Background: an optimization exercise with open tools, aiming at small area, a short achievable clock period and few clock cycles. Do not read the settings as production practice.
RTL that was checked went through simulation tests only; none was proved equivalent to the original.
Power figures rest on the tool's default switching activity, not on a simulated workload.

== old ==
## MyDesign
module MyDesign (
    input  wire        dut_run,
    output reg         dut_busy,
    input  wire        reset_b,
    input  wire        clk,
    output wire        input_sram_write_enable,
    output wire [11:0] input_sram_write_addresss,
    output wire [15:0] input_sram_write_data,
    output wire [11:0] input_sram_read_address,
    input  wire [15:0] input_sram_read_data,
    output reg         output_sram_write_enable,
    output wire [11:0] output_sram_write_addresss,
    output wire [15:0] output_sram_write_data,
    output wire [11:0] output_sram_read_address,
    input  wire [15:0] output_sram_read_data,
    output wire        scratchpad_sram_write_enable,
    output wire [11:0] scratchpad_sram_write_addresss,
    output wire [15:0] scratchpad_sram_write_data,
    output wire [11:0] scratchpad_sram_read_address,
    input  wire [15:0] scratchpad_sram_read_data,
    output wire        weights_sram_write_enable,
    output wire [11:0] weights_sram_write_addresss,
    output wire [15:0] weights_sram_write_data,
    output wire [11:0] weights_sram_read_address,
    input  wire [15:0] weights_sram_read_data
);
For scale: about 230 I/O pins, about 0.028 mm² of cells after synthesis.
Settings: LEC_CHECK=0, ABC_AREA=1, CAP_MARGIN=20, CORE_MARGIN=2, CORE_UTILIZATION=55, CTS_BUF_LIST=sky130_fd_sc_hd__clkbuf_8 sky130_fd_sc_hd__clkbuf_16, CTS_CLUSTER_DIAMETER=80, CTS_CLUSTER_SIZE=30, SLEW_MARGIN=20, SYNTH_HIERARCHICAL=1, SYNTH_MINIMUM_KEEP_SIZE=0; clock period 11.0 ns.
standard.sh (not shown) runs the stock make flow with config.mk's settings and CLKGATE_MAP_FILE= SYNTH_SCRIPT=/design/flow/synth_recipe.tcl, a recipe that flattens the netlist after the stock synthesis.
==> flow/flow/run.sh <==
#!/bin/bash
# Layout: the standard ORFS flow (standard.sh, unchanged synthesis),
# with repair_timing asked to keep a setup margin of 7.6 ns on the design's
# 11 ns clock, and the port buffers made as buf_2 cells.
# Each ORFS step writes its full log under orfs/logs; make's output goes to
# standard.log.
set -o pipefail
bash standard.sh SETUP_SLACK_MARGIN=7.6 "BUFFER_PORTS_ARGS=-buffer_cell sky130_fd_sc_hd__buf_2" finish > standard.log 2>&1
Testbench counts of old, summed over its fixed seeds: cycles 13,944.
The inputs of new differ from those of old as listed below.
--- a/flow/design.v
+++ b/flow/design.v
@@ -1542,48 +1542,48 @@
     r895 <= c860;
     r896 <= c826;
   end
   wire [6:0] y = acc[18] ? 7'd0 : (|acc[17:7]) ? 7'd127 : acc[6:0];
   reg [6:0] wd_lo, wd_hi;
   always @(posedge clk) begin
     wd_lo <= y;
     wd_hi <= wd_lo;
   end
   assign output_sram_write_data = {1'b0, wd_hi, 1'b0, wd_lo};
   reg [4:0] vf;
-  reg [6:0] waddr_o;   
-  reg       odn;       
-  reg       ofirst;    
-  wire      last = output_sram_write_enable & (waddr_o == 7'd97);
+  reg [6:0] oa;      
+  reg       odn;     
+  reg [6:0] waddr_o;
+  reg       last;
   always @(posedge clk) begin
     if (~reset_b) begin
       busy <= 1'b0;
       dut_busy <= 1'b0;
       vf <= 0;
       output_sram_write_enable <= 1'b0;
     end else begin
       vf <= {vf[3:0], rd & q[0] & (q[4:2] != 3'd0)};
       output_sram_write_enable <= vf[4];
       busy <= (~busy & runi) | (busy & ~last);
       dut_busy <= (~dut_busy & runi) | (dut_busy & ~last);
     end
+    last <= vf[4] & (oa == 7'd97);
     if (start) begin
-      ofirst <= 1'b1;
+      oa <= 7'd0;
       odn <= 1'b0;
     end else if (vf[4]) begin
-      ofirst <= 1'b0;
-      if (ofirst) waddr_o <= 7'd0;
-      else if (~odn) begin
-        if (waddr_o >= 7'd91) begin waddr_o <= waddr_o + 7'd1; odn <= 1'b1; end
-        else waddr_o <= waddr_o + 7'd7;
+      waddr_o <= oa;
+      if (~odn) begin
+        if (oa >= 7'd91) begin oa <= oa + 7'd1; odn <= 1'b1; end
+        else oa <= oa + 7'd7;
       end else begin
-        if (waddr_o <= 7'd6) begin waddr_o <= waddr_o + 7'd1; odn <= 1'b0; end
-        else waddr_o <= waddr_o - 7'd7;
+        if (oa <= 7'd6) begin oa <= oa + 7'd1; odn <= 1'b0; end
+        else oa <= oa - 7'd7;
       end
     end
   end
   assign output_sram_write_addresss = {5'b0, waddr_o};
 endmodule
 module fa (input wire a, input wire b, input wire c, output wire s, output wire co);
   assign s = a ^ b ^ c;
   assign co = (a & b) | (a & c) | (b & c);
 endmodule
- Going from old to new, the synthesized cell count was found to have gone up by 0.64%.
- Looking at new and old, the post-route core utilization is a wash.
- Routed via count was lower in the run labelled old.
- new has placed wire-length estimate after detailed placement above what old had.
- new completed end to end with timing, DRC and antenna clean.
- Proportion of synthesized area in mux cells delta (new -> old): insignificant
- Layout clock buffer count in new vs old: up 2
- When new is measured against old, its fraction of final layout cells sized beyond drive strength 1 turns out 0.53 points lower.
- Count of cells resized by post-cts repair, new and old, lower one = old.
- Wire: new routes more than old
- Comparing new and old, post-placement worst setup slack is higher on old.
- On maximum clock rate: between new and old, it ends up lower for old.
Only the layout flow was run in new; the RTL was not checked for function there.

* * *

Setup of oak:
Another version of the RTL of MyDesign (not shown whole).
For scale: roughly 2700 cells after synthesis, ~230 I/O pins, ~28000 µm² of cells after synthesis.
Settings: LEC_CHECK=0, ABC_AREA=1, CAP_MARGIN=20, CORE_MARGIN=2, CORE_UTILIZATION=55, CTS_BUF_LIST=sky130_fd_sc_hd__clkbuf_8 sky130_fd_sc_hd__clkbuf_16, CTS_CLUSTER_DIAMETER=80, CTS_CLUSTER_SIZE=30, SLEW_MARGIN=20, SYNTH_HIERARCHICAL=1, SYNTH_MINIMUM_KEEP_SIZE=0; clock period 11.0 ns.
==> flow/flow/run.sh <==
#!/bin/bash
# Layout: the standard ORFS flow (standard.sh, unchanged synthesis),
# with repair_timing asked to keep a setup margin of 7.7 ns on the design's
# 11 ns clock, and the port buffers made as buf_2 cells.
# Each ORFS step writes its full log under orfs/logs; make's output goes to
# standard.log.
set -o pipefail
bash standard.sh SETUP_SLACK_MARGIN=7.7 "BUFFER_PORTS_ARGS=-buffer_cell sky130_fd_sc_hd__buf_2" finish > standard.log 2>&1
Testbench counts of oak, summed over its fixed seeds: cycles 13,944.
The following lists how pine was set up differently from oak:
--- a/flow/design.v
+++ b/flow/design.v
@@ -1564,41 +1564,42 @@
   reg [6:0] wd_lo, wd_hi;
   always @(posedge clk) begin
     wd_lo <= y;
     wd_hi <= wd_lo;
   end
   assign output_sram_write_data = {1'b0, wd_hi, 1'b0, wd_lo};
   reg [4:0] vf;
-  reg [6:0] oa;        
-  reg       odn;       
   reg [6:0] waddr_o;   
+  reg       odn;       
+  reg       ofirst;    
   wire      last = output_sram_write_enable & (waddr_o == 7'd97);
   always @(posedge clk) begin
     if (~reset_b) begin
       busy <= 1'b0;
       dut_busy <= 1'b0;
       vf <= 0;
       output_sram_write_enable <= 1'b0;
     end else begin
       vf <= {vf[3:0], rd & q[0] & (q[4:2] != 3'd0)};
       output_sram_write_enable <= vf[4];
       busy <= (~busy & runi) | (busy & ~last);
       dut_busy <= (~dut_busy & runi) | (dut_busy & ~last);
     end
-    waddr_o <= oa;
     if (start) begin
-      oa <= 7'd0;
+      ofirst <= 1'b1;
       odn <= 1'b0;
     end else if (vf[4]) begin
-      if (~odn) begin
-        if (oa >= 7'd91) begin oa <= oa + 7'd1; odn <= 1'b1; end
-        else oa <= oa + 7'd7;
+      ofirst <= 1'b0;
+      if (ofirst) waddr_o <= 7'd0;
+      else if (~odn) begin
+        if (waddr_o >= 7'd91) begin waddr_o <= waddr_o + 7'd1; odn <= 1'b1; end
+        else waddr_o <= waddr_o + 7'd7;
       end else begin
-        if (oa <= 7'd6) begin oa <= oa + 7'd1; odn <= 1'b0; end
-        else oa <= oa - 7'd7;
+        if (waddr_o <= 7'd6) begin waddr_o <= waddr_o + 7'd1; odn <= 1'b0; end
+        else waddr_o <= waddr_o - 7'd7;
       end
     end
   end
   assign output_sram_write_addresss = {5'b0, waddr_o};
 endmodule
 module fa (input wire a, input wire b, input wire c, output wire s, output wire co);
   assign s = a ^ b ^ c;
## What came out
Sort oak and pine by part of the power in the clock network desc -> top: oak
On global-route wire length before repair, pine does worse than oak.
Switching fraction of total power came out higher on pine than on oak.
Note that the number of synthesized flops with an enable pin recorded for pine amounts to 1.06 times the value seen in oak.
Between oak and pine, number of vias after detailed routing is higher for oak, pine comes in under that.
Clock tree skew after final layout: pine < oak
Diff oak..pine | fraction of final layout cells with drive strength greater than 1 | negligible
Compared pine against oak; sequential power within noise.
Inverter count of the layout excluding clock inverters for pine is higher than for oak.
Diff oak -> pine: fill cell instance count of the final layout now smaller; compound-cell area share of the yosys netlist -0.24 points; design area lower; clock buffer count from CTS went down 2.
pine does worse than oak on wire length.
Testbench counts of pine, summed over its fixed seeds: cycles 13,944.

-- what the ideal ports hide --
No port has a modelled driver above. Below, the same layouts with a new extraction and two added sets of constraints.
Step 1 (the two cells are an assumption about what drives the block):
set clk [get_ports {clk}]
set_driving_cell -lib_cell sky130_fd_sc_hd__clkbuf_16 $clk
set_driving_cell -lib_cell sky130_fd_sc_hd__buf_2 [delete_from_list [all_inputs] $clk]
Step 2 also shifts input and output timing later by t, the mid clock arrival at the registers, as if the neighbouring blocks saw the same clock.
a / b / c = ideal ports / drivers / drivers and shift; a / b = the first two.
| run | shift t [ns] | setup WS [ns] | slew at the worst register clock pin (ns) |
|---|---|---|---|
| old | 0.643 | 7.556 / 7.497 / 7.263 | 0.12 / 0.12 |
| new | 0.661 | 7.578 / 7.578 / 7.282 | 0.11 / 0.11 |
| oak | 0.665 | 7.720 / 7.661 / 7.434 | 0.11 / 0.11 |
| pine | 0.657 | 7.598 / 7.536 / 7.354 | 0.12 / 0.12 |
After both steps setup and hold are still met in every run listed. For new, which loses most, drivers alone change the setup slack by 0.000 ns; drivers and shift together by -0.296 ns.
